Context: an optimization exercise on an open-source flow, tuned for small area, a short achievable clock period and few clock cycles per item. The choices shown serve that exercise and are no tape-out recipe.
At most, simulation tests tie the RTL to the original design; equivalence was not proved.
Only the layout flow was run in runs 3 to 5; the RTL was not checked for function there.
In run 5 the design's own scripts or RTL, not TritonCTS, make the clock network.
No driver is modelled on the clock port, so clock power and skew are understated where the tree is cut down; a real chip needs a root buffer or a tree.
Power is estimated from default activity; no workload was simulated.

==> design.v <==
`timescale 1ns / 1ps
module automaton(
    input               clk,
    input               rst,
    input [31:0]        rule,
    output reg [5:0]    row,
    output reg [5:0]    col,
    output reg          world_we,
    input               world_in,
    output reg          world_out,
    output reg          update_done);
localparam P = 9;                
localparam L = 2 * P + 1;        
reg [L-1:0]  sr;                 
reg [63:0]   tb;                 
reg [2:0] rb;
reg [5:0] rc;
reg [2:0] ri;
reg       rs;
reg [2:0] cb;
reg [5:0] cc;
reg [2:0] ci;
reg       cs;
reg col0, col62, col63, band0, band7;
reg s6;          
reg rd;          
reg pend;        
reg wsel2;       
reg active;      
reg ud1;
wire c_col63  = col63;
wire n_top    = cs;                                  
wire n_band0  = col63 ? band7 : band0;
wire n_nbit   = n_top ? (tb[1] & ~n_band0) : sr[P];
wire n_wbit   = (cs ? col63 : col0) ? 1'b0 : sr[2*P-1];
wire n_cbit   = sr[P-1];
wire n_sbit   = s6 ? 1'b0 : sr[P-2];
wire n_emask  = cs ? col62 : col63;
reg [1:0] rlk;       
reg       emask;     
wire new_bit  = (sr[0] & ~emask) ? rlk[1] : rlk[0];
wire flag     = active & ~cs & (new_bit ^ sr[P]);
wire next_w = rd ? pend : (wsel2 & pend);
wire c_last = band7 & col63 & cs;
always @(posedge clk) begin
    if (rd) begin
        sr <= {sr[L-2:0], world_in};
        if (cs)
            tb <= {sr[P+1], tb[63:1]};
        rlk <= {rule[{n_nbit, n_wbit, n_cbit, 1'b1, n_sbit}],
                rule[{n_nbit, n_wbit, n_cbit, 1'b0, n_sbit}]};
        emask <= n_emask;
    end
    if (rst) begin
        rb <= 3'd0; rc <= 6'd0; ri <= 3'd1; rs <= 1'b0;
        cb <= 3'd7; cc <= 6'd62; ci <= 3'd0; cs <= 1'b1;
        col0 <= 1'b0; col62 <= 1'b1; col63 <= 1'b0;
        band0 <= 1'b0; band7 <= 1'b1;
        s6 <= 1'b0;
        row <= 6'd0; col <= 6'd0;
        world_we <= 1'b0;
        world_out <= 1'b0;
        rd <= 1'b1;
        pend <= 1'b0;
        wsel2 <= 1'b0;
        active <= 1'b0;
        ud1 <= 1'b0;
        update_done <= 1'b0;
    end else begin
        if (rd) begin
            if (cs) begin
                cs <= 1'b0;
                s6 <= 1'b0;
                cc <= cc + 1'b1;
                col0 <= col63;
                col63 <= col62;
                col62 <= (cc == 6'd61);
                if (col63) begin
                    cb <= cb + 1'b1;
                    band0 <= band7;
                    band7 <= (cb == 3'd6);
                end
            end else begin
                ci <= ci + 1'b1;
                s6 <= (ci == 3'd5) & band7;
                if (ci == 3'd7) cs <= 1'b1;
            end
            pend <= flag;
            wsel2 <= 1'b1;
            if (c_last) active <= 1'b1;
        end else begin
            wsel2 <= 1'b0;
            if (!wsel2) pend <= 1'b0;
        end
        ud1 <= rd & c_last & active;
        update_done <= ud1;
        world_we <= next_w;
        rd <= ~next_w;
        world_out <= ~sr[P+1];
        if (next_w) begin
            row <= {cb, ci - 3'd1};
            col <= cc;
        end else begin
            row <= rs ? {rb + 3'd1, 3'd0} : {rb, ri};
            col <= rc;
            if (rs) begin
                rs <= 1'b0;
                rc <= rc + 1'b1;
                if (rc == 6'd63) rb <= rb + 1'b1;
            end else begin
                ri <= ri + 1'b1;
                if (ri == 3'd7) rs <= 1'b1;
            end
        end
    end
end
endmodule
==> flow/run.sh <==
#!/bin/bash
# The standard layout (standard.sh) with three changes to how ORFS sizes cells
# and builds the clock tree:
#  - ports are buffered with buf_2 instead of the slow delay buffer that
#    buffer_ports picks by default;
#  - the resizer may swap cells of different footprints;
#  - clock tree synthesis adds no dummy loads.
set -euo pipefail
export BUFFER_PORTS_ARGS="-buffer_cell sky130_fd_sc_hd__buf_2"
export CTS_ARGS="-sink_clustering_enable -repair_clock_nets -sink_clustering_size 30 -sink_clustering_max_diameter 100 -buf_list {sky130_fd_sc_hd__clkbuf_4 sky130_fd_sc_hd__clkbuf_8} -dont_use_dummy_load"
sed 's/CLKGATE_MAP_FILE= /CLKGATE_MAP_FILE= MATCH_CELL_FOOTPRINT=0 /' standard.sh > standard_own.sh
grep -q MATCH_CELL_FOOTPRINT=0 standard_own.sh
bash standard_own.sh > standard.log 2>&1
==> standard.sh <==
#!/bin/bash
# synth_recipe.tcl (not shown) runs the flow's synth.tcl, then flattens the netlist and writes it again
# the make line also repeats each setting of config.mk as NAME=value (left out here)
make -C /OpenROAD-flow-scripts/flow DESIGN_CONFIG=/design/flow/config.mk WORK_HOME=/design/flow/orfs CLKGATE_MAP_FILE= SYNTH_SCRIPT=/design/flow/synth_recipe.tcl "${@:-finish}"
==> config.mk <==
export PLATFORM = sky130hd
export DESIGN_NAME = automaton
export DESIGN_NICKNAME = automaton
export VERILOG_FILES = /design/flow/design.v
export SDC_FILE = /design/flow/constraint.sdc
export NUM_CORES = 4
export LEC_CHECK = 0
export ABC_CLOCK_PERIOD_IN_PS = 1700
export CAP_MARGIN = 20
export CORE_MARGIN = 2
export CORE_UTILIZATION = 50
export CTS_BUF_LIST = sky130_fd_sc_hd__clkbuf_4 sky130_fd_sc_hd__clkbuf_8
export CTS_CLUSTER_DIAMETER = 100
export CTS_CLUSTER_SIZE = 30
export SETUP_SLACK_MARGIN = 2.9
export SLEW_MARGIN = 20
==> constraint.sdc <==
create_clock -name core_clock -period 5.0 [get_ports {clk}]
set_input_delay 1.0000 -clock core_clock [delete_from_list [all_inputs] [get_ports {clk}]]
set_output_delay 1.0000 -clock core_clock [all_outputs]
set_load 0.01 [all_outputs]
==> impl_metrics.csv, run 1 <==
group,metric,value,unit
pwr,combPwrFrac,0.067,
logic_synthesis,synth_area_leaders,"edfxtp_1 (51%), dfxtp_1 (21%), mux2i_1 (3.4%)",
logic_synthesis,synth-seq-cells,136,
logic_synthesis,ys_warn_count,1,
global_routing,antenna_found_initial,0,
outcome,status,"timing/DRC/antenna clean",
sta,fin_crit_sh,0.3892,
logic_synthesis,synth_cell_types,36,
route,drtPass1Iterations,4,
logic_synthesis,ys_seq_area_frac,0.7201,
sta,fmax,0.5139,GHz
pwr,swShare,0.2120,
cells_and_area,area_growth,12.77,%
logic_synthesis,synthCells,337,
critical_path,slowest_delay,0.53,ns
route,m1WireLength,3948,um
clocking,htree_levels,4,
worst_hold_path,hold_path_class,"reg2reg",
route,ant_nets,0,
critical_path,setup.worst_path.end_class,"flip-flop",
critical_path,cp-start-kind,"flip-flop",
critical_path,required,5.16,ns
pwr,p_leak,2.214,nW
route,wire_per_inst,14.52,um
pwr,clkPwrFrac,0.303,
floorplan,chipWidth,103.5,um
logic_synthesis,netlist_area,4948,um^2
logic_synthesis,postSynthAreaPerCell,14.68,um^2
critical_path,path_class,"reg2reg",
route,routed.top_layer,"met4",
floorplan,start_util,0.5110,
place,post-place-ws,2.628,ns
clocking,clk_latency,0.42,ns
critical_path,worstPathCellList,"mux2i_1, nand2_2, mux4_1, mux2i_1, mux2i_1",
global_routing,overflow,0,
sta,min_period,1.946,ns
pwr,p_seq_frac,0.630,
route,routed_wl,7624,um
route,wl_met2,3291,um
critical_path,cp_common_cell,"mux2i_1",
sta,setup_violations,0,
floorplan,die-height,103.5,um
sta,hold_violations,0,
place,placed_cell_area,5323,um^2
route,drt_first_iter_violations,97,
pwr,power_density,373.7,nW/um^2
cells_and_area,antenna_cells,0,
route,vias,2628,
critical_path,arrival,2.11,ns
floorplan,die_area,10710,um^2
cells_and_area,drive_gt1_frac,0.2066,
place,hpwl,4640,um
logic_synthesis,synth_top_area_share,0.5097,
flow_run,drv_cap,0,
place,place.gp.congestion,0.7260,
logic_synthesis,syn_nets,384,
clocking,cts_root_buffer,"clkbuf_8",
floorplan,core_area,9684,um^2
pwr,p_switching,0.4421,mW
route,met3WireLength,289,um
pwr,max-vdd-ir-drop,259.8,uV
cells_and_area,fin_util,0.5762,
critical_path,cpMaxStageDelayCell,"dfxtp_1",
pwr,fin_total_pwr,2.085,mW
global_routing,grt_first_pass_wirelength,11750,um
floorplan,placementRows,36,
route,drc,0,
sta,tightestPinTransition,0.8716,ns
clocking,cts_buffer_depth,2,
sta,clock_skew,0.02553,ns
pwr,p_int,1.643,mW
place,io_buffers,49,
clocking,cts_num_sinks,136,
sta,rsz0062_at_grt,"false",
sta,drv_slew,0,
logic_synthesis,yosysTopAreaCell,"edfxtp_1",
clocking,path_clk_slew,0.07,ns
critical_path,r2r_slack,3.05,ns
global_routing,grt_usage,0.1522,
global_routing,grt_max_degree,52,
cells_and_area,nets,441,
route,viasPerCell,5.006,
sta,layout_setup_ws,3.054,ns
critical_path,reg2reg_from,"cs",
sta,relSlewSlack,0.4189,
worst_hold_path,min_from,"tb[24]",
clocking,ctsHoldBuffers,0,
clocking,numCtsBuffers,17,
cells_and_area,final_area,5580,um^2
clocking,cts_tree,"done",
sta,fin_setup_tns,0,ns
floorplan,ios,50,
critical_path,critical_path.startpoint,"cs",
critical_path,crit_fanout,9,
global_routing,grt_pass1_vias,2370,
-- cell families (layout without fill, tap and decap cells) --
group,count (synthesis),after routing,share of synthesized area
buffers and inverters,22,77,0.01896
AOI/OAI and AO/OA,36,36,0.04425
and+or+nand+nor,89,89,0.08622
xor gates and xnor gates,17,17,0.03009
muxes,25,25,0.07004
DFF,136,136,0.7201
adders and majority gates,12,12,0.03034
-- power groups by stage --
stage | sequential (mW) | clock, mW | combinational [mW]
2_1_floorplan | 1.32 | 0 | 0.106
5_1_grt | 1.32 | 0.705 | 0.157
4_1_cts | 1.32 | 0.657 | 0.142
3_3_place_gp | 1.34 | 0 | 0.138
3_5_place_dp | 1.34 | 0 | 0.140
6_report | 1.31 | 0.632 | 0.140
-- through the flow --
step	hold slack (ns)	std cells
2_1_floorplan	0.4003	337
3_3_place_gp	0.4023	506
3_5_place_dp	0.4045	506
4_1_cts	0.3967	524
5_1_grt	0.3960	525
6_report	0.3980	525
-- final timing paths --
check / end / cells after the start
worst max-delay path: rlk[0] / 5
worst min-delay path: tb[23] / 0
worst max register to register: rlk[0] / 5
worst min register to register: tb[23] / 0
-- layer usage --
layer	up-vias	global-route usage
met4	0	0.05466
met2	38	0.1960
met5	-	0
met1	1263	0.2244
li1	1319	-
met3	8	0.07056
-- critical path, delay by kind of cell, from the launching register on --
family	cells	cell delay [ns]
flip-flops	1	0.53
AND/OR/NAND/NOR	1	0.18
multiplexers	4	0.98
-- state kept, by name, summed over array words and instances, names as in the netlist, 2 cells and up --
| name | count |
|---|---|
| rlk | 2 |
| sr | 18 |
| row | 6 |
| rc | 6 |
| rb | 3 |
| col | 6 |
| cc | 6 |
| ci | 3 |
| tb | 63 |
| cb | 3 |
| ri | 3 |
-- cells in the mapped netlist --
master and count:
a22oi_1 1, nand2_2 2, nor2_1 29, xor2_1 10, a31oi_1 2, buf_2 3
buf_6 1, mux4_2 5, dfxtp_1 52, mux4_1 2, a21oi_1 18, o21ai_1 1
inv_1 6, or3b_2 1, nor3b_1 1, clkbuf_1 11, nand3b_1 1, o21ai_0 3
o21bai_1 2, nor2b_1 5, edfxtp_1 84, nand2_1 23, and3_1 7, nor3_1 2
nand4_1 5, a211o_1 5, nand2b_1 7, xnor2_1 7, o21a_1 1, ha_1 12
nand3_1 5, and4b_1 1, clkinv_1 1, mux2_2 1, mux2i_1 17, a211oi_1 3
-- layout make-up --
class	count	area (um^2)
fillers	786	4104
flip-flops and latches	136	3567
multi-input cells	179	1299
repair buffers	52	279.0
clock buffers	17	234.0
well taps	133	166.4
inverters	7	30.03
repair inverters	1	5.005
-- placed cells by master, fill, tap and decap left out, drive strengths merged, types with 6 or more instances in the layout --
cell type   n
nand2      25
ha         12
xor2       10
buf        52
clkbuf     17
mux2i      17
xnor2       7
edfxtp     84
nor2       29
nand2b      7
and3        7
mux4        7
a21oi      18
dfxtp      52
inv         6
-- what timing repair did --
action                     CTS  global route
cloned                       1             0
setup endpoints to repair   12             2
buffers inserted             0             1
gates resized for setup      1             2
Testbench counts, summed over its fixed seeds: cycles 308,561, generations 48.
==> inputs of run 2 (changes only) <==
--- a/config.mk
+++ b/config.mk
@@ -12,5 +12,5 @@
 export CTS_BUF_LIST = sky130_fd_sc_hd__clkbuf_4 sky130_fd_sc_hd__clkbuf_8
 export CTS_CLUSTER_DIAMETER = 100
 export CTS_CLUSTER_SIZE = 30
-export SETUP_SLACK_MARGIN = 2.9
+export SETUP_SLACK_MARGIN = 3.15
 export SLEW_MARGIN = 20
==> run 2 against run 1 <==
Net effect:
- total power is 0.36% higher
- first-iteration DRC count is 41% higher
- clock power is 1% higher
- final cell count is 0.19% lower
- synthesized cell count stayed put
- critical path type is now reg2out
- register-to-register slack better by 0.17 ns
==> impl_metrics.csv, run 2 <==
group,metric,value,unit
cells_and_area,final_common_cell,"edfxtp_1",
floorplan,placementRows,36,
critical_path,crit_buf_inv,1,
logic_synthesis,synth_common_cells,"edfxtp_1 (84), dfxtp_1 (52), nor2_1 (29)",
logic_synthesis,synth_most_common_cell,"edfxtp_1",
logic_synthesis,synth_top_area_share,0.5097,
clocking,cts_root_buffer,"clkbuf_8",
critical_path,cpMaxStageDelayCell,"dfxtp_2",
sta,rsz0062_at_grt,"true",
logic_synthesis,synthFlopType,"edfxtp_1",
route,viasPerCell,5.122,
pwr,fin_total_pwr,2.093,mW
flow_run,drv_cap,0,
logic_synthesis,syn_nets,384,
critical_path,required,4.00,ns
sta,fmax,0.5390,GHz
critical_path,ff2ff_path_depth,5,
cells_and_area,largest_reg_flops,63,
global_routing,grt_first_pass_wirelength,11630,um
critical_path,crit_fanout,1,
cells_and_area,antenna_cells,0,
logic_synthesis,netlist_area,4948,um^2
route,drtPass1Iterations,4,
cells_and_area,largestRegisters,"tb: 63 flops, sr: 18 flops",
clocking,cts_tree,"done",
clocking,cts_buffer_depth,2,
outcome,status,"timing/DRC/antenna clean",
logic_synthesis,synth-seq-cells,136,
floorplan,core_area,9684,um^2
sta,setup_violations,0,
clocking,cts_num_sinks,136,
pwr,p_leak,2.211,nW
logic_synthesis,yosysTopAreaCell,"edfxtp_1",
clocking,clk_latency,0.43,ns
sta,clock_skew,0.02390,ns
sta,min_period,1.855,ns
critical_path,reg2reg_from,"col63",
cells_and_area,area_growth,13.50,%
place,io_buffers,49,
critical_path,crit_end,"world_we",
clocking,htree_levels,4,
critical_path,r2r_slack,3.22,ns
floorplan,chipWidth,103.5,um
logic_synthesis,synth-edff-count,84,
critical_path,setup.worst_path.end_class,"output pin",
logic_synthesis,synth_area_leaders,"edfxtp_1 (51%), dfxtp_1 (21%), mux2i_1 (3.4%)",
worst_hold_path,hold_path_class,"reg2reg",
critical_path,cp-start-kind,"flip-flop",
route,ant_nets,0,
global_routing,grt_max_degree,65,
critical_path,arrival,0.86,ns
pwr,max-vdd-ir-drop,186.6,uV
sta,fin_setup_tns,0,ns
pwr,power_density,372.6,nW/um^2
critical_path,crit_family,"flip-flops",
critical_path,rr_endpoint,"rlk[0]",
logic_synthesis,postSynthAreaPerCell,14.68,um^2
critical_path,critical_path.startpoint,"world_we",
place,hpwl,4552,um
global_routing,grt_pass1_vias,2409,
floorplan,die-height,103.5,um
critical_path,cp_num_cells,1,
cells_and_area,nets,440,
floorplan,start_util,0.5110,
logic_synthesis,synthArstFlopShare,0,
logic_synthesis,synth_cell_types,36,
cells_and_area,drive_gt1_frac,0.2327,
critical_path,path_class,"reg2out",
sta,hold_violations,0,
sta,holdWs,0.4100,ns
global_routing,antenna_found_initial,0,
floorplan,die_area,10710,um^2
route,drt_first_iter_violations,137,
sta,tightestPinTransition,0.8554,ns
global_routing,overflow,0,
floorplan,ios,50,
clocking,numCtsBuffers,17,
route,drc,0,
place,place.gp.congestion,0.7357,
sta,relSlewSlack,0.4297,
logic_synthesis,ys_warn_count,1,
sta,drv_slew,0,
global_routing,grt_usage,0.1498,
route,wire_per_inst,14.47,um
critical_path,worstPathCellList,"buf_6",
logic_synthesis,synthCells,337,
cells_and_area,mostFrequentLayoutCells,"edfxtp_1 (84), dfxtp_1 (44), buf_2 (43), nor2_1 (29), nand2_1 (23)",
cells_and_area,regMostFlops,"tb",
route,routed_wl,7582,um
clocking,path_clk_slew,0.07,ns
sta,fin_crit_sh,0.3711,
critical_path,slowest_delay,0.32,ns
logic_synthesis,ys_seq_area_frac,0.7201,
route,vias,2684,
run 2: cell counts after synthesis:
No cell type changed its count.
run 2: area by class of cell:
class	count	area [um^2]
Timing Repair Buffer	52	312.8
Fill cell	798	4068
Sequential cell	136	3578
Tap cell	133	166.4
Clock buffer	17	234.0
Multi-Input combinational cell	179	1295
Inverter	7	30.03
run 2: where the power goes:
part	switching [mW]	internal [mW]
Sequential	0.0393	1.27
Clock	0.340	0.299
Combinational	0.0686	0.0716
run 2: kinds of logic after synthesis:
logic type / after synthesis / synth area share
flops: 136 / 0.7201
xor+xnor: 17 / 0.03009
compound gates: 36 / 0.04425
fa+ha+maj: 12 / 0.03034
buf+inv: 22 / 0.01896
simple gates: 89 / 0.08622
mux: 25 / 0.07004
run 2: worst reg2reg max path: stages, from the launching register on:
cell,delay [ns]
dfxtp_1,0.43
mux2i_1,0.13
nand2_2,0.20
mux4_2,0.53
mux2i_1,0.14
mux2i_1,0.08
run 2: repair_timing:
| item | in CTS | in global routing |
|---|---|---|
| setup endpoints to repair | 83 | 17 |
| setup buffers | 0 | 1 |
| resized for setup | 6 | 11 |
| hold buffers | 0 | 0 |
run 2: layer usage:
metal  part of all wire  wire length [um]  global-route usage
met3              0.043               325             0.06452
met2               0.45              3378              0.2055
met4             0.0092                70             0.05567
met1               0.50              3808              0.2118
met5                  0                 0                   0
run 2: worst min path at each step:
stage,from,endpoint,slack [ns],depth (start not counted)
after CTS,sr[6],sr[7],0.41,0
final,sr[6],sr[7],0.41,0
after global placement,tb[2],tb[1],0.40,0
after floorplan,sr[11],sr[12],0.40,0
after detailed placement,sr[6],sr[7],0.40,0
after global routing,tb[30],tb[29],0.42,0
run 2: through the flow:
stage / utilization / worst slack, ns / area, um^2 / instances
after global routing: 0.5800 / 3.090 / 5617 / 524
after CTS: 0.5747 / 3.115 / 5565 / 523
final: 0.5800 / 3.145 / 5617 / 524
after detailed placement: 0.5488 / 2.940 / 5315 / 506
after floorplan: - / 2.576 / 4964 / 337
after global placement: 0.5488 / 2.941 / 5315 / 506
==> inputs of run 3 (changes only) <==
--- a/design.v
+++ b/design.v
@@ -13,28 +13,22 @@
 localparam L = 2 * P + 1;        
 reg [L-1:0]  sr;                 
 reg [63:0]   tb;                 
-reg [2:0] rb;
-reg [5:0] rc;
-reg [2:0] ri;
-reg       rs;
 reg [2:0] cb;
 reg [5:0] cc;
 reg [2:0] ci;
 reg       cs;
 reg col0, col62, col63, band0, band7;
-reg s6;          
 reg rd;          
 reg pend;        
 reg wsel2;       
 reg active;      
 reg ud1;
-wire c_col63  = col63;
 wire n_top    = cs;                                  
 wire n_band0  = col63 ? band7 : band0;
 wire n_nbit   = n_top ? (tb[1] & ~n_band0) : sr[P];
 wire n_wbit   = (cs ? col63 : col0) ? 1'b0 : sr[2*P-1];
 wire n_cbit   = sr[P-1];
-wire n_sbit   = s6 ? 1'b0 : sr[P-2];
+wire n_sbit   = (~cs & (ci == 3'd6) & band7) ? 1'b0 : sr[P-2];
 wire n_emask  = cs ? col62 : col63;
 reg [1:0] rlk;       
 reg       emask;     
@@ -42,6 +36,13 @@
 wire flag     = active & ~cs & (new_bit ^ sr[P]);
 wire next_w = rd ? pend : (wsel2 & pend);
 wire c_last = band7 & col63 & cs;
+wire [3:0] rk   = cs ? 4'd8 : {1'b0, ci};
+wire [3:0] rt   = rk + 4'd1 + rd;
+wire       rw   = (rt >= 4'd9);
+wire [3:0] ridx = rw ? rt - 4'd9 : rt;
+wire [6:0] rcol = {1'b0, cc} + 7'd1 + rw;
+wire [2:0] rbnd = cb + rcol[6];
+wire [5:0] rrow = ridx[3] ? {rbnd + 3'd1, 3'd0} : {rbnd, ridx[2:0]};
 always @(posedge clk) begin
     if (rd) begin
         sr <= {sr[L-2:0], world_in};
@@ -52,11 +53,9 @@
         emask <= n_emask;
     end
     if (rst) begin
-        rb <= 3'd0; rc <= 6'd0; ri <= 3'd1; rs <= 1'b0;
         cb <= 3'd7; cc <= 6'd62; ci <= 3'd0; cs <= 1'b1;
         col0 <= 1'b0; col62 <= 1'b1; col63 <= 1'b0;
         band0 <= 1'b0; band7 <= 1'b1;
-        s6 <= 1'b0;
         row <= 6'd0; col <= 6'd0;
         world_we <= 1'b0;
         world_out <= 1'b0;
@@ -70,7 +69,6 @@
         if (rd) begin
             if (cs) begin
                 cs <= 1'b0;
-                s6 <= 1'b0;
                 cc <= cc + 1'b1;
                 col0 <= col63;
                 col63 <= col62;
@@ -82,7 +80,6 @@
                 end
             end else begin
                 ci <= ci + 1'b1;
-                s6 <= (ci == 3'd5) & band7;
                 if (ci == 3'd7) cs <= 1'b1;
             end
             pend <= flag;
@@ -101,16 +98,8 @@
             row <= {cb, ci - 3'd1};
             col <= cc;
         end else begin
-            row <= rs ? {rb + 3'd1, 3'd0} : {rb, ri};
-            col <= rc;
-            if (rs) begin
-                rs <= 1'b0;
-                rc <= rc + 1'b1;
-                if (rc == 6'd63) rb <= rb + 1'b1;
-            end else begin
-                ri <= ri + 1'b1;
-                if (ri == 3'd7) rs <= 1'b1;
-            end
+            row <= rrow;
+            col <= rcol[5:0];
         end
     end
 end
--- a/config.mk
+++ b/config.mk
@@ -12,5 +12,5 @@
 export CTS_BUF_LIST = sky130_fd_sc_hd__clkbuf_4 sky130_fd_sc_hd__clkbuf_8
 export CTS_CLUSTER_DIAMETER = 100
 export CTS_CLUSTER_SIZE = 30
-export SETUP_SLACK_MARGIN = 3.15
+export SETUP_SLACK_MARGIN = 3.2
 export SLEW_MARGIN = 20
==> run 3 against run 2 <==
Net effect:
- synthesized cell count shrank 3.9%
- final cell count shrank 3.6%
- sequential share of layout area shrank 6.1 points
- design area grew 2.0%
- highest routed layer unchanged
- still clean
- count of clock-buffer cells in the layout is the same
- worst setup slack lost 1.3 ns
- sequential power shrank 7%
- die area shrank 4.3%
- sequential cell count shrank 14
==> impl_metrics.csv, run 3 <==
group,metric,value,unit
cells_and_area,area_growth,21.23,%
clocking,numCtsBuffers,17,
pwr,swShare,0.2311,
cells_and_area,drive_gt1_frac,0.3477,
cells_and_area,antenna_cells,0,
logic_synthesis,ys_warn_count,1,
global_routing,grt_usage,0.1712,
sta,setup_violations,0,
route,wire_per_inst,16.41,um
cells_and_area,final_common_cell,"edfxtp_1",
clocking,ctsHoldBuffers,0,
clocking,cts_tree,"done",
logic_synthesis,syn_nets,376,
logic_synthesis,netlist_area,4726,um^2
logic_synthesis,yosysTopAreaCell,"edfxtp_1",
logic_synthesis,ys_seq_area_frac,0.6947,
sta,hold_violations,0,
cells_and_area,regMostFlops,"tb",
floorplan,core_area,9196,um^2
route,drtPass1Iterations,4,
critical_path,setup.worst_path.end_class,"flip-flop",
clocking,cts_num_sinks,122,
route,drc,0,
place,hpwl,4896,um
pwr,p_leak,2.246,nW
clocking,cts_root_buffer,"clkbuf_8",
logic_synthesis,synth_common_cells,"edfxtp_1 (84), dfxtp_1 (38), nor2_1 (27)",
critical_path,crit_fanout,3,
floorplan,placementRows,35,
logic_synthesis,synth_top_area_share,0.5338,
critical_path,arrival,3.43,ns
logic_synthesis,synth_cell_types,47,
cells_and_area,nets,448,
critical_path,path_class,"reg2reg",
critical_path,cp-start-kind,"flip-flop",
global_routing,grt_first_pass_wirelength,13080,um
pwr,p_switching,0.4849,mW
sta,fin_setup_tns,0,ns
clocking,clk_latency,0.42,ns
logic_synthesis,synth_area_leaders,"edfxtp_1 (53%), dfxtp_1 (16%), ha_1 (4.5%)",
global_routing,grt_pass1_vias,2628,
place,place.gp.congestion,0.7068,
sta,relSlewSlack,0.5174,
sta,drv_slew,0,
route,vias,2716,
logic_synthesis,synthFlopType,"edfxtp_1",
pwr,combPwrFrac,0.130,
route,ant_nets,0,
floorplan,chipWidth,101.2,um
route,routed_wl,8287,um
cells_and_area,mostFrequentLayoutCells,"edfxtp_1 (84), buf_2 (42), dfxtp_1 (28), nor2_1 (25), clkbuf_8 (17)",
floorplan,die-height,101.2,um
route,drt_first_iter_violations,143,
floorplan,die_area,10250,um^2
cells_and_area,largest_reg_flops,63,
cells_and_area,fin_util,0.6230,
sta,rsz0062_at_grt,"true",
place,io_buffers,49,
global_routing,overflow,0,
flow_run,drv_cap,0,
cells_and_area,largestRegisters,"tb: 63 flops, sr: 18 flops",
logic_synthesis,synthArstFlopShare,0,
floorplan,start_util,0.5139,
outcome,status,"timing/DRC/antenna clean",
cells_and_area,multi_input_comb_area,1548,um^2
clocking,path_clk_slew,0.06,ns
cells_and_area,fillers,732,
pwr,max-vdd-ir-drop,260.7,uV
logic_synthesis,synthCells,324,
route,viasPerCell,5.378,
clocking,htree_levels,4,
logic_synthesis,synth_most_common_cell,"edfxtp_1",
sta,fmax,0.3197,GHz
global_routing,antenna_found_initial,0,
logic_synthesis,synth-seq-cells,122,
global_routing,grt_max_degree,40,
sta,tightestPinTransition,0.7239,ns
pwr,power_density,366.1,nW/um^2
sta,fin_crit_sh,0.6255,
pwr,p_int,1.613,mW
logic_synthesis,postSynthAreaPerCell,14.59,um^2
logic_synthesis,synth-edff-count,84,
pwr,clkPwrFrac,0.288,
floorplan,ios,50,
sta,clock_skew,0.02664,ns
sta,min_period,3.128,ns
worst_hold_path,hold_path_class,"reg2reg",
pwr,p_seq_frac,0.582,
cells_and_area,final-seq-area,3303,um^2
critical_path,required,5.30,ns
clocking,cts_buffer_depth,2,
==> run 3: cell types whose count changed after synthesis, moves of 3 or more <==
cell | before | now
nand2_1 | 23 | 11
nand4_1 | 5 | 8
mux2i_1 | 17 | 7
mux4_2 | 5 | 2
o32ai_1 | 0 | 3
ha_1 | 12 | 17
clkbuf_1 | 11 | 8
dfxtp_1 | 52 | 38
inv_1 | 6 | 14
==> run 3: final timing paths <==
kind,start,to,slack (ns),depth (start not counted)
hold reg to reg,sr[13],sr[14],0.41,0
setup / recovery,cs,row[5],1.87,19
hold / removal,sr[13],sr[14],0.41,0
setup reg to reg,cs,row[5],1.87,19
==> run 3: per-layer routing <==
metal / up-vias / GRT usage / part of all wire
li1: 1330 / - / -
met1: 1317 / 0.2474 / 0.49
met2: 61 / 0.2384 / 0.46
met3: 8 / 0.06418 / 0.043
met4: 0 / 0.06029 / 0.0082
met5: - / 0 / 0
==> run 3: final cells by class <==
cell class | instances | area share
Tap cell | 111 | 0.02424
Sequential cell | 122 | 0.5765
Clock buffer | 17 | 0.04084
Timing Repair Buffer | 63 | 0.07229
Timing Repair inverter | 1 | 0.001529
Inverter | 15 | 0.01441
Multi-Input combinational cell | 176 | 0.2701
==> run 3: logic make-up after synthesis <==
| group | synth area share |
|---|---|
| buf+inv | 0.02277 |
| fa+ha+maj | 0.04501 |
| simple gates | 0.09876 |
| compound gates | 0.06355 |
| xor+xnor | 0.02939 |
| mux | 0.04580 |
| flops | 0.6947 |
==> run 3: repair_timing <==
item                                    4_1_cts  5_1_grt
pin swaps                                     8        4
buffers inserted                             10        3
cloned                                        1        0
endpoints found under the setup margin       36       30
resized for setup                            20       25
==> run 3: metrics by stage <==
| stage | instance area, um^2 | worst slack [ns] | cells | power [mW] | hold WS (ns) |
|---|---|---|---|---|---|
| floorplan | 4892 | 1.644 | 324 | 1.401 | 0.4003 |
| global route | 5729 | 1.743 | 505 | 2.194 | 0.4214 |
| CTS | 5608 | 1.837 | 502 | 2.100 | 0.4088 |
| detailed placement | 5226 | 1.447 | 474 | 1.474 | 0.4045 |
| finish | 5729 | 1.872 | 505 | 2.098 | 0.4100 |
| global placement | 5226 | 1.529 | 474 | 1.471 | 0.4019 |
==> run 3: power groups by stage <==
stage / registers [mW] / logic, mW / clock network, mW
6_report: 1.22 / 0.272 / 0.604
5_1_grt: 1.23 / 0.301 / 0.662
2_1_floorplan: 1.23 / 0.173 / 0
4_1_cts: 1.22 / 0.257 / 0.622
3_3_place_gp: 1.24 / 0.231 / 0
3_5_place_dp: 1.24 / 0.235 / 0
==> run 3: critical path, cell delays in order, from the launching register on <==
cell and delay, ns:
dfxtp_4 0.34, nand2b_4 0.12, ha_4 0.13, inv_4 0.04
ha_4 0.27, inv_4 0.05, ha_4 0.15, nor2b_4 0.13
a21boi_4 0.14, inv_2 0.06, ha_4 0.16, inv_4 0.05
ha_4 0.12, and3_4 0.18, ha_4 0.12, ha_4 0.20
ha_4 0.14, nand4_1 0.08, mux2i_1 0.21, mux2_1 0.33
==> inputs of run 4 (changes only) <==
==> design.v (replaced) <==
`timescale 1ns / 1ps
module automaton(
    input               clk,
    input               rst,
    input [31:0]        rule,
    output reg [5:0]    row,
    output reg [5:0]    col,
    output reg          world_we,
    input               world_in,
    output reg          world_out,
    output reg          update_done);
localparam P = 9;                
localparam L = 2 * P + 1;        
reg [L-1:0]  sr;                 
reg [63:0]   tb;                 
reg [2:0] rb;
reg [5:0] rc;
reg [2:0] ri;
reg       rs;
reg [2:0] cb;
reg [5:0] cc;
reg [2:0] ci;
reg       cs;
reg col0, col62, col63, band0, band7;
reg smask;       
reg emask;       
reg rst_q;       
reg rd;          
reg pend;        
reg wsel2;       
reg active;      
reg ud1;
wire n_band0  = col63 ? band7 : band0;
wire n_nbit   = cs ? (tb[1] & ~n_band0) : sr[P];
wire n_wbit   = (cs ? col63 : col0) ? 1'b0 : sr[2*P-1];
wire n_cbit   = sr[P-1];
wire n_emask  = cs ? col62 : col63;
reg [3:0] rlk;       
wire e_bit    = sr[0] & ~emask;
wire s_bit    = sr[P-1] & ~smask;
wire new_bit  = rlk[{e_bit, s_bit}];
wire flag     = active & ~cs & (new_bit ^ sr[P]);
wire next_w = rd ? pend : (wsel2 & pend);
wire c_last = band7 & col63 & cs;
always @(posedge clk) begin
    rst_q <= rst;
    if (rd) begin
        sr <= {sr[L-2:0], world_in};
        if (cs)
            tb <= {sr[P+1], tb[63:1]};
        rlk <= rule[{n_nbit, n_wbit, n_cbit, 2'b00} +: 4];
        emask <= n_emask;
    end
    world_out <= ~sr[P+1];
    if (next_w) begin
        row <= {cb, ci - 3'd1};
        col <= cc;
    end else begin
        row <= rs ? {rb + 3'd1, 3'd0} : {rb, ri};
        col <= rc;
    end
    if (rst_q) begin
        rb <= 3'd0; rc <= 6'd0; ri <= 3'd0; rs <= 1'b0;
        cb <= 3'd7; cc <= 6'd62; ci <= 3'd7; cs <= 1'b0;
        col0 <= 1'b0; col62 <= 1'b1; col63 <= 1'b0;
        band0 <= 1'b0; band7 <= 1'b1;
        smask <= 1'b0;
        world_we <= 1'b0;
        rd <= 1'b1;
        pend <= 1'b0;
        wsel2 <= 1'b0;
        active <= 1'b0;
        ud1 <= 1'b0;
        update_done <= 1'b0;
    end else begin
        if (rd) begin
            if (cs) begin
                cs <= 1'b0;
                smask <= 1'b0;
                cc <= cc + 1'b1;
                col0 <= col63;
                col63 <= col62;
                col62 <= (cc == 6'd61);
                if (col63) begin
                    cb <= cb + 1'b1;
                    band0 <= band7;
                    band7 <= (cb == 3'd6);
                end
            end else begin
                ci <= ci + 1'b1;
                smask <= (ci == 3'd6) & band7;
                if (ci == 3'd7) cs <= 1'b1;
            end
            pend <= flag;
            wsel2 <= 1'b1;
            if (c_last) active <= 1'b1;
        end else begin
            wsel2 <= 1'b0;
            if (!wsel2) pend <= 1'b0;
        end
        ud1 <= rd & c_last & active;
        update_done <= ud1;
        world_we <= next_w;
        rd <= ~next_w;
        if (!next_w) begin
            if (rs) begin
                rs <= 1'b0;
                rc <= rc + 1'b1;
                if (rc == 6'd63) rb <= rb + 1'b1;
            end else begin
                ri <= ri + 1'b1;
                if (ri == 3'd7) rs <= 1'b1;
            end
        end
    end
end
endmodule
--- a/config.mk
+++ b/config.mk
@@ -12,5 +12,5 @@
 export CTS_BUF_LIST = sky130_fd_sc_hd__clkbuf_4 sky130_fd_sc_hd__clkbuf_8
 export CTS_CLUSTER_DIAMETER = 100
 export CTS_CLUSTER_SIZE = 30
-export SETUP_SLACK_MARGIN = 3.2
+export SETUP_SLACK_MARGIN = 3.15
 export SLEW_MARGIN = 20
==> run 4 against run 3 <==
Net effect:
- combinational power up 32%
- critical endpoint is now col[1]
- hold slack lost 0.0045 ns
- core utilization decreased by 3.5 points
- total power up 22%
- die area is 6.6% higher
- area after synthesis increased by 6.9%
- largest cell class unchanged
- sequential share of layout area increased by 5.9 points
- worst setup slack improved by 1.3 ns
- register-to-register slack better by 1.4 ns
- still clean
==> impl_metrics.csv, run 4 <==
group,metric,value,unit
clocking,path_clk_slew,0.08,ns
cells_and_area,final_common_cell,"edfxtp_1",
sta,fin_setup_tns,0,ns
critical_path,setup.worst_path.end_class,"output pin",
pwr,p_switching,0.6108,mW
floorplan,core_area,9774,um^2
clocking,clk_latency,0.43,ns
critical_path,crit_buf_inv,1,
logic_synthesis,synth_top_family_by_area,"simple AND/OR/NAND/NOR gates",
cells_and_area,antenna_cells,0,
cells_and_area,drive_gt1_frac,0.2591,
critical_path,path_class,"reg2out",
route,drt_first_iter_violations,80,
critical_path,required,4.00,ns
logic_synthesis,synth_cell_types,38,
cells_and_area,regMostFlops,"tb",
critical_path,r2r_slack,3.25,ns
global_routing,grt_usage,0.1468,
critical_path,reg2reg_from,"rd",
sta,clock_skew,0.02857,ns
floorplan,chipWidth,104.5,um
logic_synthesis,synth_compound_area_frac,0.03964,
critical_path,cp-start-kind,"flip-flop",
cells_and_area,nets,435,
pwr,max-vdd-ir-drop,231.1,uV
logic_synthesis,synth_xor_area_frac,0.02948,
route,drc,0,
clocking,cts_buffer_depth,2,
place,place.gp.congestion,0.7102,
route,viasPerCell,5.048,
logic_synthesis,synthMuxAreaShare,0.07730,
floorplan,ios,50,
clocking,cts_tree,"done",
critical_path,crit_fanout,1,
floorplan,placementRows,36,
logic_synthesis,synth-seq-cells,139,
floorplan,die-height,104.5,um
logic_synthesis,ys_warn_count,1,
critical_path,worstPathCellList,"buf_2",
sta,setup_violations,0,
critical_path,critical_path.startpoint,"col[1]",
logic_synthesis,synth-adder-area-share,0.02973,
critical_path,crit_family,"flip-flops",
cells_and_area,largest_reg_flops,63,
sta,fin_crit_sh,0.3707,
logic_synthesis,yosysTopAreaCell,"edfxtp_1",
logic_synthesis,syn_nets,375,
logic_synthesis,synth_area_leaders,"edfxtp_1 (51%), dfxtp_1 (21%), mux4_1 (3.6%)",
global_routing,grt_pass1_vias,2511,
critical_path,ff2ff_path_depth,5,
pwr,swShare,0.2384,
global_routing,grt_max_degree,39,
worst_hold_path,hold_path_class,"reg2reg",
sta,layout_setup_ws,3.147,ns
logic_synthesis,netlist_area,5050,um^2
critical_path,crit_end,"col[1]",
pwr,clkPwrFrac,0.245,
route,ant_nets,0,
logic_synthesis,synthCells,328,
logic_synthesis,synth_top_area_share,0.5114,
clocking,numCtsBuffers,17,
critical_path,slowest_delay,0.30,ns
logic_synthesis,synth-edff-count,86,
route,wire_per_inst,14.53,um
logic_synthesis,synth_common_cells,"edfxtp_1 (86), dfxtp_1 (53), nor2_1 (23)",
pwr,power_density,445.7,nW/um^2
sta,fmax,0.5396,GHz
critical_path,rr_endpoint,"rb[2]",
route,drtPass1Iterations,6,
clocking,cts_root_buffer,"clkbuf_8",
critical_path,cp_num_cells,1,
critical_path,cpMaxStageDelayCell,"dfxtp_1",
cells_and_area,area_growth,13.85,%
cells_and_area,stdcell_count,519,
route,vias,2620,
logic_synthesis,synthArstFlopShare,0,
sta,drv_slew,0,
place,dp.cells,499,
sta,tightestPinTransition,0.5658,ns
clocking,htree_levels,4,
critical_path,arrival,0.85,ns
global_routing,overflow,0,
logic_synthesis,synthFlopType,"edfxtp_1",
cells_and_area,largestRegisters,"tb: 63 flops, sr: 18 flops",
outcome,status,"timing/DRC/antenna clean",
global_routing,antenna_found_initial,0,
logic_synthesis,ys_seq_area_frac,0.7215,
pwr,p_leak,2.244,nW
sta,rsz0062_at_grt,"true",
pwr,p_int,1.952,mW
route,routed_wl,7542,um
pwr,p_seq_frac,0.615,
logic_synthesis,postSynthAreaPerCell,15.40,um^2
pwr,combPwrFrac,0.140,
place,hpwl,4456,um
place,post-place-ws,2.822,ns
global_routing,grt_first_pass_wirelength,12280,um
sta,hold_violations,0,
clocking,cts_num_sinks,139,
cells_and_area,mostFrequentLayoutCells,"edfxtp_1 (86), dfxtp_1 (49), buf_2 (47), nor2_1 (23), clkbuf_8 (17)",
floorplan,die_area,10920,um^2
flow_run,drv_cap,0,
floorplan,start_util,0.5166,
worst_hold_path,min_from,"sr[1]",
place,io_buffers,49,
sta,min_period,1.853,ns
logic_synthesis,synth_most_common_cell,"edfxtp_1",
logic_synthesis,synth-simple-area-share,0.08176,
sta,relSlewSlack,0.6223,
[run 4: layer usage]
layer	part of all wire	routed length, um	GRT usage	vias up
met3	0.048	363	0.05827	6
met5	0	0	0	-
met1	0.52	3904	0.2155	1256
met4	0.0053	40	0.04633	0
li1	-	-	-	1298
met2	0.43	3233	0.1998	60
[run 4: cell type report]
type                            instances  area (um^2)
Fill cell                             787         4025
Inverter                               10        63.81
Timing Repair Buffer                   53        307.8
Multi-Input combinational cell        166         1315
Tap cell                              133        166.4
Clock buffer                           17        234.0
Timing Repair inverter                  1        8.758
Sequential cell                       139         3654
[run 4: how the worst min path moves through the flow]
stage / depth (start not counted) / end / slack, ns
6_report: 0 / sr[2] / 0.41
3_3_place_gp: 1 / update_done / 0.40
5_1_grt: 0 / sr[5] / 0.43
2_1_floorplan: 0 / sr[12] / 0.40
4_1_cts: 0 / sr[5] / 0.41
3_5_place_dp: 0 / sr[14] / 0.40
[run 4: kinds of logic after synthesis]
family / count (synthesis)
flip-flops: 139
AND/OR/NAND/NOR: 80
AO/OA/AOI/OAI: 32
multiplexers: 25
buffers and inverters: 23
XOR/XNOR: 17
adder cells (fa/ha/maj): 12
[run 4: metrics by stage]
step	total power, mW	area (um^2)	utilization	hold WS, ns
6_report	2.562	5749	0.5882	0.4056
3_5_place_dp	1.920	5413	0.5538	0.4045
5_1_grt	2.704	5749	0.5882	0.4254
3_3_place_gp	1.915	5413	0.5538	0.4032
4_1_cts	2.591	5712	0.5844	0.4076
2_1_floorplan	1.827	5049	-	0.4003
[run 4: power groups by stage]
stage	logic [mW]	registers (mW)	clock network (mW)
6_report	0.359	1.58	0.628
5_1_grt	0.405	1.60	0.701
4_1_cts	0.363	1.57	0.654
3_5_place_dp	0.327	1.59	0
3_3_place_gp	0.321	1.59	0
2_1_floorplan	0.273	1.55	0
[run 4: timing repair]
| item | in CTS | in global routing |
|---|---|---|
| gates cloned | 1 | 0 |
| resized for setup | 9 | 6 |
| pin swaps | 1 | 0 |
| endpoints found under the setup margin | 92 | 22 |
| hold buffers | 0 | 0 |
| buffers inserted | 1 | 1 |
==> inputs of run 5 (changes only) <==
==> flow/run.sh (replaced) <==
#!/bin/bash
# The standard layout (standard.sh) with these changes:
#  - ports are buffered with buf_2 instead of the slow delay buffer that
#    buffer_ports picks by default;
#  - the resizer may swap cells of different footprints;
#  - the clock tree is flat: flow/cts_flat.tcl replaces ORFS's cts step, with
#    the clock port driving four clock buffers that drive all the registers.
# Each step's output goes to its own log here.
set -euo pipefail
here=$(pwd)
export BUFFER_PORTS_ARGS="-buffer_cell sky130_fd_sc_hd__buf_2"
export FLAT_CLK_BUF=sky130_fd_sc_hd__clkbuf_16
sed 's/CLKGATE_MAP_FILE= /CLKGATE_MAP_FILE= MATCH_CELL_FOOTPRINT=0 /' standard.sh > standard_own.sh
grep -q MATCH_CELL_FOOTPRINT=0 standard_own.sh
bash standard_own.sh place > place.log 2>&1
bash standard_own.sh run RUN_SCRIPT="$here/flow/cts_flat.tcl" RUN_LOG_NAME_STEM=4_1_cts > cts.log 2>&1
bash standard_own.sh finish > finish.log 2>&1
==> flow/cts_flat.tcl (new file) <==
# Clock tree step of the layout, in place of ORFS's cts.tcl: a flat tree of
# NBUF clock buffers, each driven by the clock port and driving the registers
# nearest to it (k-means on the register positions), so every register's clock
# passes through exactly one buffer. The rest is as in ORFS's cts.tcl: timing
# repair and detailed placement.
utl::set_metrics_stage "cts__{}"
source $::env(SCRIPTS_DIR)/load.tcl
erase_non_stage_variables cts
load_design 3_place.odb 3_place.sdc

set_dont_use $::env(DONT_USE_CELLS)

set nbuf 4
set bufcell $::env(FLAT_CLK_BUF)

set db [ord::get_db]
set block [ord::get_db_block]
set clk_net [[$block findBTerm clk] getNet]

set sinks {}
foreach it [$clk_net getITerms] {
  set inst [$it getInst]
  set bb [$inst getBBox]
  lappend sinks [list $it [expr {([$bb xMin] + [$bb xMax]) / 2.0}] [expr {([$bb yMin] + [$bb yMax]) / 2.0}]]
}
set n [llength $sinks]
puts "flat clock tree: $n sinks, $nbuf buffers of $bufcell"

# k-means, seeded with the sinks sorted by angle around their centroid
set sx 0.0; set sy 0.0
foreach s $sinks { set sx [expr {$sx + [lindex $s 1]}]; set sy [expr {$sy + [lindex $s 2]}] }
set mx [expr {$sx / $n}]; set my [expr {$sy / $n}]
set byang {}
foreach s $sinks {
  lappend byang [list [expr {atan2([lindex $s 2] - $my, [lindex $s 1] - $mx)}] [lindex $s 1] [lindex $s 2]]
}
set byang [lsort -real -index 0 $byang]
set cx {}; set cy {}
for {set k 0} {$k < $nbuf} {incr k} {
  set s [lindex $byang [expr {int(($k + 0.5) * $n / $nbuf)}]]
  lappend cx [lindex $s 1]; lappend cy [lindex $s 2]
}
for {set iter 0} {$iter < 30} {incr iter} {
  set assign {}
  set ax [lrepeat $nbuf 0.0]; set ay [lrepeat $nbuf 0.0]; set an [lrepeat $nbuf 0]
  foreach s $sinks {
    set best 0; set bd 1e30
    for {set k 0} {$k < $nbuf} {incr k} {
      set d [expr {abs([lindex $s 1] - [lindex $cx $k]) + abs([lindex $s 2] - [lindex $cy $k])}]
      if {$d < $bd} { set bd $d; set best $k }
    }
    lappend assign $best
    lset ax $best [expr {[lindex $ax $best] + [lindex $s 1]}]
    lset ay $best [expr {[lindex $ay $best] + [lindex $s 2]}]
    lset an $best [expr {[lindex $an $best] + 1}]
  }
  for {set k 0} {$k < $nbuf} {incr k} {
    if {[lindex $an $k] > 0} {
      lset cx $k [expr {[lindex $ax $k] / [lindex $an $k]}]
      lset cy $k [expr {[lindex $ay $k] / [lindex $an $k]}]
    }
  }
}
puts "flat clock tree: cluster sizes $an"

set master [$db findMaster $bufcell]
set w [$master getWidth]
set h [$master getHeight]
set bufs {}
set nets {}
for {set k 0} {$k < $nbuf} {incr k} {
  set inst [odb::dbInst_create $block $master "clkbuf_flat_$k"]
  set net [odb::dbNet_create $block "clknet_flat_$k"]
  $net setSigType CLOCK
  [$inst findITerm A] connect $clk_net
  [$inst findITerm X] connect $net
  $inst setLocation [expr {int([lindex $cx $k] - $w / 2)}] [expr {int([lindex $cy $k] - $h / 2)}]
  $inst setPlacementStatus PLACED
  lappend bufs $inst
  lappend nets $net
}
foreach s $sinks a $assign {
  set it [lindex $s 0]
  $it disconnect
  $it connect [lindex $nets $a]
}
global_connect

set_propagated_clock [all_clocks]

utl::push_metrics_stage "cts__{}__pre_repair_timing"
log_cmd estimate_parasitics -placement
utl::pop_metrics_stage

set_placement_padding -global \
  -left $::env(CELL_PAD_IN_SITES_DETAIL_PLACEMENT) \
  -right $::env(CELL_PAD_IN_SITES_DETAIL_PLACEMENT)
detailed_placement
log_cmd estimate_parasitics -placement

report_clock_skew
report_clock_min_period

repair_timing_helper
detailed_placement
check_placement -verbose

report_metrics 4 "cts final"
orfs_write_db $::env(RESULTS_DIR)/4_1_cts.odb
orfs_write_sdc $::env(RESULTS_DIR)/4_cts.sdc
==> run 5 against run 4 <==
Net effect:
- sequential cell count is the same
- register-to-register slack is essentially flat
- synthesized cell count is the same
- critical path depth grew 2
- core utilization shrank 0.78 points
- maximum frequency shrank 1.7%
- critical endpoint is now rlk[0]
- area after synthesis is the same
- design area shrank 1.3%
- sequential share of layout area grew 0.81 points
- combinational power is essentially flat
- routed wire length shrank 3.6%
==> impl_metrics.csv, run 5 <==
group,metric,value,unit
sta,fin_crit_sh,0.3770,
sta,clock_skew,0.01760,ns
clocking,path_clk_slew,0.12,ns
logic_synthesis,syn_nets,375,
worst_hold_path,hold_depth,0,
logic_synthesis,synth-edff-count,86,
route,viasPerCell,5.061,
cells_and_area,antenna_cells,0,
sta,setup_violations,0,
critical_path,cp-start-kind,"input port",
route,drt_first_iter_violations,68,
outcome,status,"timing/DRC/antenna clean",
critical_path,path_class,"in2reg",
sta,fmax,0.5305,GHz
pwr,combPwrFrac,0.155,
logic_synthesis,ys_seq_area_frac,0.7215,
logic_synthesis,synthFlopType,"edfxtp_1",
pwr,power_density,411.0,nW/um^2
logic_synthesis,synthArstFlopShare,0,
global_routing,grt_busiest_layer,"met1",
global_routing,overflow,0,
cells_and_area,stdcell_count,507,
logic_synthesis,synth_top_area_share,0.5114,
critical_path,crit_fanout,1,
critical_path,rr_endpoint,"rlk[0]",
pwr,clkPwrFrac,0.172,
pwr,p_int,1.803,mW
floorplan,ios,50,
global_routing,use_met1,0.2059,
route,routed_wl,7272,um
floorplan,core_area,9774,um^2
logic_synthesis,synth_common_cells,"edfxtp_1 (86), dfxtp_1 (53), nor2_1 (23)",
critical_path,arrival,1.82,ns
critical_path,r2r_slack,3.25,ns
sta,fin_setup_tns,0,ns
logic_synthesis,netlist_area,5050,um^2
sta,hold_violations,0,
global_routing,met3_usage,0.01316,
cells_and_area,regMostFlops,"tb",
pwr,p_switching,0.5285,mW
cells_and_area,largestRegisters,"tb: 63 flops, sr: 18 flops",
flow_run,drv_cap,0,
logic_synthesis,postSynthAreaPerCell,15.40,um^2
place,io_buffers,49,
place,hpwl,4456,um
place,dp.cells,499,
logic_synthesis,synthCells,328,
cells_and_area,final_common_cell,"edfxtp_1",
critical_path,required,4.94,ns
critical_path,setup.worst_path.end_class,"flip-flop",
cells_and_area,final_area,5673,um^2
cells_and_area,area_growth,12.34,%
worst_hold_path,min_to,"sr[15]",
floorplan,die_area,10920,um^2
global_routing,grt_pass1_vias,2479,
sta,tightestPinTransition,0.5508,ns
global_routing,grt_first_pass_wirelength,11900,um
sta,min_period,1.885,ns
route,vias,2566,
logic_synthesis,synth_cell_types,38,
cells_and_area,mostFrequentLayoutCells,"edfxtp_1 (86), dfxtp_1 (51), buf_2 (38), nor2_1 (23), nand2_1 (14)",
pwr,p_leak,2.195,nW
critical_path,cpMaxStageDelayCell,"mux4_2",
place,post-place-ws,2.822,ns
route,wire_per_inst,14.34,um
logic_synthesis,yosysTopAreaCell,"edfxtp_1",
floorplan,chipWidth,104.5,um
logic_synthesis,synth-seq-cells,139,
global_routing,antenna_found_initial,0,
global_routing,grt_max_degree,72,
logic_synthesis,synth_area_leaders,"edfxtp_1 (51%), dfxtp_1 (21%), mux4_1 (3.6%)",
pwr,max-vdd-ir-drop,222.0,uV
critical_path,slowest_delay,0.46,ns
cells_and_area,largest_reg_flops,63,
sta,layout_setup_ws,3.115,ns
pwr,swShare,0.2267,
global_routing,met2_usage,0.2017,
logic_synthesis,synth_most_common_cell,"edfxtp_1",
pwr,p_seq_frac,0.674,
route,drc,0,
floorplan,placementRows,36,
floorplan,die-height,104.5,um
place,place.gp.congestion,0.7102,
sta,relSlewSlack,0.6323,
place,placed_cell_area,5413,um^2
floorplan,start_util,0.5166,
worst_hold_path,hold_path_class,"reg2reg",
global_routing,grt_usage,0.1290,
sta,drv_slew,0,
route,drtPass1Iterations,4,
clocking,ctsHoldBuffers,0,
critical_path,worstPathCellList,"buf_2, mux4_2, mux2_4",
sta,holdWs,0.4168,ns
cells_and_area,nets,423,
sta,rsz0062_at_grt,"true",
worst_hold_path,min_from,"sr[14]",
logic_synthesis,ys_warn_count,1,
critical_path,reg2reg_from,"cs",
critical_path,ff2ff_path_depth,4,
clocking,clk_latency,0.18,ns
route,ant_nets,0,
cells_and_area,drive_gt1_frac,0.2299,
==> run 5: cell counts after synthesis <==
No cell type changed its count.
==> run 5: logic make-up after synthesis <==
family | Yosys count | synth area share
compound gates | 32 | 0.03964
xor+xnor | 17 | 0.02948
fa+ha+maj | 12 | 0.02973
buf+inv | 23 | 0.02056
flops | 139 | 0.7215
mux | 25 | 0.07731
simple gates | 80 | 0.08176
==> run 5: final cells by class <==
cell class	instances	area, um^2
repair buffers	54	367.9
flip-flops and latches	139	3651
fillers	801	4101
inverters	10	63.81
multi-input cells	166	1315
repair inverters	1	8.758
well taps	133	166.4
plain buffers	4	100.1
==> run 5: power by group through the flow <==
stage	Sequential (mW)	Combinational [mW]	Clock (mW)
2_1_floorplan	1.55	0.273	0
3_3_place_gp	1.59	0.321	0
3_5_place_dp	1.59	0.327	0
4_1_cts	1.57	0.358	0.419
5_1_grt	1.60	0.407	0.454
6_report	1.57	0.361	0.400
==> run 5: worst max-delay path by stage <==
stage / endpoint / from / slack (ns) / cells after the start
floorplan: rlk[0] / rule[12] / 3.04 / 2
global placement: cb[1] / rd / 2.89 / 4
detailed placement: band7 / rd / 2.82 / 4
CTS: rlk[0] / rule[12] / 3.13 / 3
global route: rlk[0] / rule[28] / 3.12 / 3
finish: rlk[0] / rule[28] / 3.11 / 3
==> run 5: timing repair <==
action / in CTS / in global routing
setup endpoints to repair: 80 / 7
buffers inserted: 2 / 1
pin swaps: 1 / 1
cloned: 0 / 1
gates resized for setup: 17 / 4
==> run 5: worst max-delay path: cells and delay by family <==
| kind | cells | cell delay [ns] |
|---|---|---|
| buf+inv | 1 | 0.10 |
| mux | 2 | 0.72 |
==> run 5: through the flow <==
stage	util	power [mW]
after floorplan	-	1.827
after detailed placement	0.5538	1.920
after global routing	0.5804	2.456
after global placement	0.5538	1.915
final	0.5804	2.332
==> run 5: routing by layer <==
metal / vias up / part of all wire
li1: 1277 / -
met1: 1232 / 0.50
met2: 55 / 0.45
met3: 2 / 0.047
met4: 0 / 0.0019
met5: - / 0

==> port drivers added, routing unchanged <==
The results above use ideal ports. As a check the final layouts listed here were re-extracted and re-timed, cells and wires unchanged.
Step 1: set_driving_cell puts a clkbuf_16 on clk and a buf_2 on each other input, an assumption about the parent block.
Step 2, shift: input delay + t, output delay - t, t = (earliest + latest rising clock arrival at the registers) / 2. This alone moves slack from input paths to output paths.
Three values: no drivers, after step 1, after step 2; two values: the first two.
| run | t, ns | setup WS [ns] | slew at the worst register clock pin (ns) | worst slew at a driven data input, ns | cell pins on the clock port's net |
|---|---|---|---|---|---|
| run 1 | 0.445 | 3.054 / 3.054 / 2.919 | 0.07 / 0.07 | 0.04 | 1 |
| run 2 | 0.447 | 3.145 / 3.116 / 2.932 | 0.07 / 0.07 | 0.05 | 1 |
| run 3 | 0.444 | 1.872 / 1.872 / 1.872 | 0.07 / 0.07 | 0.04 | 1 |
| run 4 | 0.439 | 3.147 / 3.121 / 2.900 | 0.08 / 0.08 | 0.03 | 1 |
| run 5 | 0.249 | 3.115 / 3.171 / 2.922 | 0.12 / 0.12 | 0.05 | 4 |
After both steps setup and hold are still met in every run listed. For run 4, which loses most, drivers alone change the setup slack by -0.026 ns; drivers and shift together by -0.247 ns.
